Source: an optimization exercise on an open RTL-to-GDS flow (aim: small area). Production flows keep margins and buffers that such runs may drop.
Function was checked by simulation only, so behaviour that the tests miss may differ from the original.
The clock port is modelled as an ideal driver; clocking choices that lean on that would not hold on a real chip.

==> juniper <==
==> flow/design.v (excerpt) <==
module mfcc_dct(
    input         clk,
    input         rst,
    input  [15:0] in_data,
    input         in_valid,
    output        c0_valid,
    output [31:0] c0_data,
    output        c1_valid,
    output [31:0] c1_data,
    output        c2_valid,
    output [31:0] c2_data,
    output        c3_valid,
    output [31:0] c3_data,
    output        c4_valid,
    output [31:0] c4_data,
    output        c5_valid,
    output [31:0] c5_data,
    output        c6_valid,
    output [31:0] c6_data,
    output        c7_valid,
    output [31:0] c7_data,
    output        c8_valid,
    output [31:0] c8_data,
    output        c9_valid,
    output [31:0] c9_data,
    output        c10_valid,
    output [31:0] c10_data,
    output        c11_valid,
    output [31:0] c11_data,
    output        c12_valid,
    output [31:0] c12_data
    );
    reg [3:0] ph;
    always @(posedge clk) begin
        if (rst) ph <= 4'd0;
        else ph <= (ph == 4'd12) ? 4'd0 : ph + 4'd1;
    end
    wire [12:0] oh;          
    genvar gk;
    generate for (gk = 0; gk < 13; gk = gk + 1) begin : g_oh
        assign oh[gk] = (ph == gk);
    end endgenerate
  ...
clock: 10.0 ns
lec_check: 0
abc_area: 1
cap_margin: 20
core_margin: 2
core_utilization: 65
gpl_timing_driven: 0
place_density: 0.75
slew_margin: 20
standard.sh (not shown) runs the stock make flow with config.mk's settings and CLKGATE_MAP_FILE= SYNTH_SCRIPT=/design/flow/synth_recipe.tcl, a recipe that flattens the netlist after the stock synthesis.
==> flow/flow/run.sh <==
#!/bin/bash
# Own flow: the standard layout (standard.sh: standard synthesis, floorplan, placement,
# CTS, routing) with these changes passed to ORFS through its own variables:
#  - the port buffers that buffer_ports inserts are sky130_fd_sc_hd__buf_1 (ORFS otherwise picks
#    clkdlybuf4s50_1, 10 um2 each); every port still gets its buffer;
#  - clock_tree_synthesis: clkbuf_16 sink clusters of up to 30 registers within 60 um, and no
#    dummy loads.
set -euo pipefail
cd "$(dirname "$0")/.."
export REMOVE_ABC_BUFFERS=1
export BUFFER_PORTS_ARGS="-buffer_cell sky130_fd_sc_hd__buf_1"
export CTS_ARGS="-sink_clustering_enable -repair_clock_nets -dont_use_dummy_load -buf_list sky130_fd_sc_hd__clkbuf_16 -sink_clustering_size 30 -sink_clustering_max_diameter 60"
bash standard.sh > standard_flow.log 2>&1
==> inputs of nickel, as changes to juniper <==
--- a/flow/design.v
+++ b/flow/design.v
@@ -93,19 +93,19 @@
     reg [16:0] u1, v1, u2, v2;
     reg [1:0]  j1, j2;           
     reg [3:0]  ocnt;             
     wire f1 = ~b1 | (k1 == 4'd12);
     wire f2 = ~b2 | (k2 == 4'd12);
-    wire       have = (qn != 2'd0);    
-    wire [16:0] hu = qhu;
-    wire [16:0] hv = qhv;
+    wire       have = (qn != 2'd0) | nv;
+    wire [16:0] hu = (qn != 2'd0) ? qhu : nu;
+    wire [16:0] hv = (qn != 2'd0) ? qhv : nvv;
     wire [2:0]  hj = dj;
     wire ld1 = have & f1 & hj[0];    
     wire ld2 = have & f2 & ~hj[0];   
     wire disp = ld1 | ld2;
-    wire deq = disp;
-    wire enq = nv;
+    wire deq = disp & (qn != 2'd0);
+    wire enq = nv & ~(disp & (qn == 2'd0));
     always @(posedge clk) begin
         if (rst) begin
             qn <= 2'd0;
             wp <= 2'd0;
             rp <= 2'd0;
==> flow/flow/run.sh (replaced) <==
#!/bin/bash
# Own flow: the standard layout (standard.sh: standard synthesis, floorplan, placement,
# CTS, routing) with two changes passed to ORFS through its own variables:
#  - the port buffers that buffer_ports inserts are sky130_fd_sc_hd__buf_1 (ORFS otherwise picks
#    clkdlybuf4s50_1, 10 um2 each); every port still gets its buffer;
#  - clock_tree_synthesis runs without dummy loads.
set -euo pipefail
cd "$(dirname "$0")/.."
export BUFFER_PORTS_ARGS="-buffer_cell sky130_fd_sc_hd__buf_1"
export CTS_ARGS="-sink_clustering_enable -repair_clock_nets -dont_use_dummy_load -buf_list sky130_fd_sc_hd__clkbuf_16 -sink_clustering_size 30 -sink_clustering_max_diameter 60"
bash standard.sh > standard_flow.log 2>&1
--- a/flow/config.mk
+++ b/flow/config.mk
@@ -6,9 +6,8 @@
 export NUM_CORES = 4
 export LEC_CHECK = 0
 export ABC_AREA = 1
 export CAP_MARGIN = 20
 export CORE_MARGIN = 2
-export CORE_UTILIZATION = 65
-export GPL_TIMING_DRIVEN = 0
-export PLACE_DENSITY = 0.75
+export CORE_UTILIZATION = 70
+export PLACE_DENSITY = 0.8
 export SLEW_MARGIN = 20
==> inputs of fjord, as changes to juniper <==
==> flow/flow/run.sh (replaced) <==
#!/bin/bash
# Own flow: the standard layout (standard.sh: standard synthesis, floorplan, placement,
# CTS, routing) with two changes passed to ORFS through its own variables:
#  - the port buffers that buffer_ports inserts are sky130_fd_sc_hd__buf_1 (ORFS otherwise picks
#    clkdlybuf4s50_1, 10 um2 each); every port still gets its buffer;
#  - clock_tree_synthesis runs without dummy loads.
set -euo pipefail
cd "$(dirname "$0")/.."
export BUFFER_PORTS_ARGS="-buffer_cell sky130_fd_sc_hd__buf_1"
export CTS_ARGS="-sink_clustering_enable -repair_clock_nets -dont_use_dummy_load -buf_list sky130_fd_sc_hd__clkbuf_16 -sink_clustering_size 34 -sink_clustering_max_diameter 70"
bash standard.sh > standard_flow.log 2>&1
--- a/flow/config.mk
+++ b/flow/config.mk
@@ -7,8 +7,10 @@
 export LEC_CHECK = 0
 export ABC_AREA = 1
 export CAP_MARGIN = 20
 export CORE_MARGIN = 2
 export CORE_UTILIZATION = 65
-export GPL_TIMING_DRIVEN = 0
+export CTS_BUF_LIST = sky130_fd_sc_hd__clkbuf_16
+export CTS_CLUSTER_DIAMETER = 60
+export CTS_CLUSTER_SIZE = 30
 export PLACE_DENSITY = 0.75
 export SLEW_MARGIN = 20
==> inputs of maple, as changes to juniper <==
--- a/flow/design.v
+++ b/flow/design.v
@@ -93,19 +93,19 @@
     reg [16:0] u1, v1, u2, v2;
     reg [1:0]  j1, j2;           
     reg [3:0]  ocnt;             
     wire f1 = ~b1 | (k1 == 4'd12);
     wire f2 = ~b2 | (k2 == 4'd12);
-    wire       have = (qn != 2'd0);    
-    wire [16:0] hu = qhu;
-    wire [16:0] hv = qhv;
+    wire       have = (qn != 2'd0) | nv;
+    wire [16:0] hu = (qn != 2'd0) ? qhu : nu;
+    wire [16:0] hv = (qn != 2'd0) ? qhv : nvv;
     wire [2:0]  hj = dj;
     wire ld1 = have & f1 & hj[0];    
     wire ld2 = have & f2 & ~hj[0];   
     wire disp = ld1 | ld2;
-    wire deq = disp;
-    wire enq = nv;
+    wire deq = disp & (qn != 2'd0);
+    wire enq = nv & ~(disp & (qn == 2'd0));
     always @(posedge clk) begin
         if (rst) begin
             qn <= 2'd0;
             wp <= 2'd0;
             rp <= 2'd0;
==> flow/flow/run.sh (replaced) <==
#!/bin/bash
# Own flow: the standard layout (standard.sh: standard synthesis, floorplan, placement,
# CTS, routing) with two changes passed to ORFS through its own variables:
#  - the port buffers that buffer_ports inserts are sky130_fd_sc_hd__buf_1 (ORFS otherwise picks
#    clkdlybuf4s50_1, 10 um2 each); every port still gets its buffer;
#  - clock_tree_synthesis runs without dummy loads.
set -euo pipefail
cd "$(dirname "$0")/.."
export BUFFER_PORTS_ARGS="-buffer_cell sky130_fd_sc_hd__buf_1"
export CTS_ARGS="-sink_clustering_enable -repair_clock_nets -dont_use_dummy_load -buf_list sky130_fd_sc_hd__clkbuf_16 -sink_clustering_size 30 -sink_clustering_max_diameter 60"
bash standard.sh > standard_flow.log 2>&1
--- a/flow/config.mk
+++ b/flow/config.mk
@@ -7,8 +7,10 @@
 export LEC_CHECK = 0
 export ABC_AREA = 1
 export CAP_MARGIN = 20
 export CORE_MARGIN = 2
 export CORE_UTILIZATION = 65
-export GPL_TIMING_DRIVEN = 0
+export CTS_BUF_LIST = sky130_fd_sc_hd__clkbuf_16
+export CTS_CLUSTER_DIAMETER = 60
+export CTS_CLUSTER_SIZE = 30
 export PLACE_DENSITY = 0.75
 export SLEW_MARGIN = 20
==> impl_metrics.ini <==
[finish]
fin_nets = 6785
layoutNonFillerInstCount = 7875

[status]
status = no timing/DRC/antenna violations

[routing]
dr_wl_met2_mm = 72.5
wl_met1_mm = 68.1

[cts]
cts_buffers = 108

[timing]
fin_crit_ps = 9580
fin_worst_skew_ps = 101

[critical_path]
worstSetupStartpoint = n[2]$_SDFFE_PP0P_
arrival_ps = 9970

[global_route]
grt_max_degree = 92

[power]
comb_power_share = 0.479
power_uw = 29400
Source of the figures above: juniper

==> impl_metrics.ini <==
[status]
status = no timing/DRC/antenna violations

[routing]
wl_met1_mm = 74.9

[finish]
layoutNonFillerInstCount = 7878
fin_nets = 6788

[power]
comb_power_share = 0.481
power_uw = 29100

[critical_path]
arrival_ps = 9870

[timing]
fin_worst_skew_ps = 90.2

[global_route]
grt_max_degree = 78
Source of the figures above: fjord

==> impl_metrics.ini <==
[routing]
dr_wl_met2_mm = 74.9
wl_met1_mm = 71.8

[power]
comb_power_share = 0.149
power_uw = 17200

[status]
status = no timing/DRC/antenna violations

[timing]
fin_crit_ps = 9290

[critical_path]
arrival_ps = 9680

[finish]
fin_nets = 6822
layoutNonFillerInstCount = 7926

[global_route]
grt_max_degree = 73
Source of the figures above: maple

==> impl_metrics.ini <==
[status]
status = no timing/DRC/antenna violations

[critical_path]
worstSetupStartpoint = j1[1]$_DFFE_PP_

[timing]
fin_crit_ps = 9210

[global_route]
track_usage = 0.314
grt_max_degree = 85

[finish]
fin_nets = 6818
layoutNonFillerInstCount = 7801

[routing]
wl_met1_mm = 71.8
dr_wl_met2_mm = 78.4

[cts]
cts_buffers = 106

[power]
p_int_uw = 12600
Source of the figures above: nickel


* * *

==> job 5227: inputs <==
mfcc_dct, a different RTL version from the one above (not shown whole).
make LEC_CHECK=0 ABC_AREA=1 CAP_MARGIN=20 CORE_MARGIN=2 CORE_UTILIZATION=65 CTS_BUF_LIST=sky130_fd_sc_hd__clkbuf_16 CTS_CLUSTER_DIAMETER=60 CTS_CLUSTER_SIZE=30 PLACE_DENSITY=0.75 SLEW_MARGIN=20 finish   # period 10.0 ns
run.sh (not shown) runs the stock make flow with config.mk's settings and CLKGATE_MAP_FILE= SYNTH_SCRIPT=/design/flow/synth_recipe.tcl, a recipe that flattens the netlist after the stock synthesis.
Stock flow here: none of the scripts above is used.
==> inputs of job 7441, as changes to job 5227 <==
==> flow/flow/run.sh (new file) <==
#!/bin/bash
# Own flow: the standard layout (standard.sh: standard synthesis, floorplan, placement,
# CTS, routing) with two changes passed to ORFS through its own variables:
#  - the port buffers that buffer_ports inserts are sky130_fd_sc_hd__buf_1 (ORFS otherwise picks
#    clkdlybuf4s50_1, 10 um2 each); every port still gets its buffer;
#  - clock_tree_synthesis runs without dummy loads.
set -euo pipefail
cd "$(dirname "$0")/.."
export BUFFER_PORTS_ARGS="-buffer_cell sky130_fd_sc_hd__buf_1"
export CTS_ARGS="-sink_clustering_enable -repair_clock_nets -dont_use_dummy_load -buf_list sky130_fd_sc_hd__clkbuf_16 -sink_clustering_size 30 -sink_clustering_max_diameter 60"
bash standard.sh > standard_flow.log 2>&1
==> flow/standard.sh (new file) <==
#!/bin/bash
# synth_recipe.tcl (not shown) runs the flow's synth.tcl, then flattens the netlist and writes it again
# the make line also repeats each setting of config.mk as NAME=value (left out here)
make -C /OpenROAD-flow-scripts/flow DESIGN_CONFIG=/design/flow/config.mk WORK_HOME=/design/flow/orfs CLKGATE_MAP_FILE= SYNTH_SCRIPT=/design/flow/synth_recipe.tcl "${@:-finish}"
removed: flow/run.sh
==> inputs of job 2710, as changes to job 5227 <==
CTS_BUF_LIST = sky130_fd_sc_hd__clkbuf_8   (was sky130_fd_sc_hd__clkbuf_16)
CTS_CLUSTER_DIAMETER = unset   (was 60)
==> comparison <==
Of job 7441 and job 2710, job 7441 has the higher maximum frequency (gap 1.1%, measured against job 2710).
In die area, job 5227 and job 2710 do not differ.
Via count, lowest first: job 5227, job 7441, job 2710.
Area after synthesis is the same in job 5227 and job 7441.
Against job 7441, the global-route usage of job 2710 is higher by 2.1 points.
Between job 2710 and job 5227, the lower count of clock-buffer cells in the layout is in job 5227 (gap 311).
Cell area: job 2710 > job 5227 > job 7441.
Synthesized cell count is the same in job 5227 and job 7441.

==> separate check: timing with driven ports <==
The results above use ideal ports. As a check the final layouts listed here were re-extracted and re-timed, cells and wires unchanged. Step 1, drivers: a clkbuf_16 drives clk and a buf_2 each remaining input, both assumed. Step 2 also shifts input and output timing later by t, the mid clock arrival at the registers, as if the neighbouring blocks saw the same clock. Slacks: no drivers / after step 1 / after step 2; pairs: no drivers / after step 1.
run | t, ns | setup WS [ns] | worst setup path after step 2 | worst slew at a driven data input, ns
juniper | 0.762 | 0.424 / 0.424 / 0.166 | input to register | 0.04
nickel | 0.749 | 0.789 / 0.789 / 0.171 | input to register | 0.12
fjord | 0.742 | 0.711 / 0.711 / 0.489 | input to register | 0.05
maple | 0.765 | 0.707 / 0.707 / 0.081 | input to register | 0.12
job 5227 | 0.792 | 0.221 / 0.221 / -0.372 | input to register | 0.13
job 7441 | 0.740 | 0.266 / 0.266 / -0.071 | input to register | 0.07
job 2710 | 1.022 | 0.157 / 0.157 / -0.418 | input to register | 0.13
Met with ideal ports but missed after step 2: setup timing in job 5227, job 7441 and job 2710. For maple, which loses most, drivers alone change the setup slack by 0.000 ns; drivers and shift together by -0.626 ns.
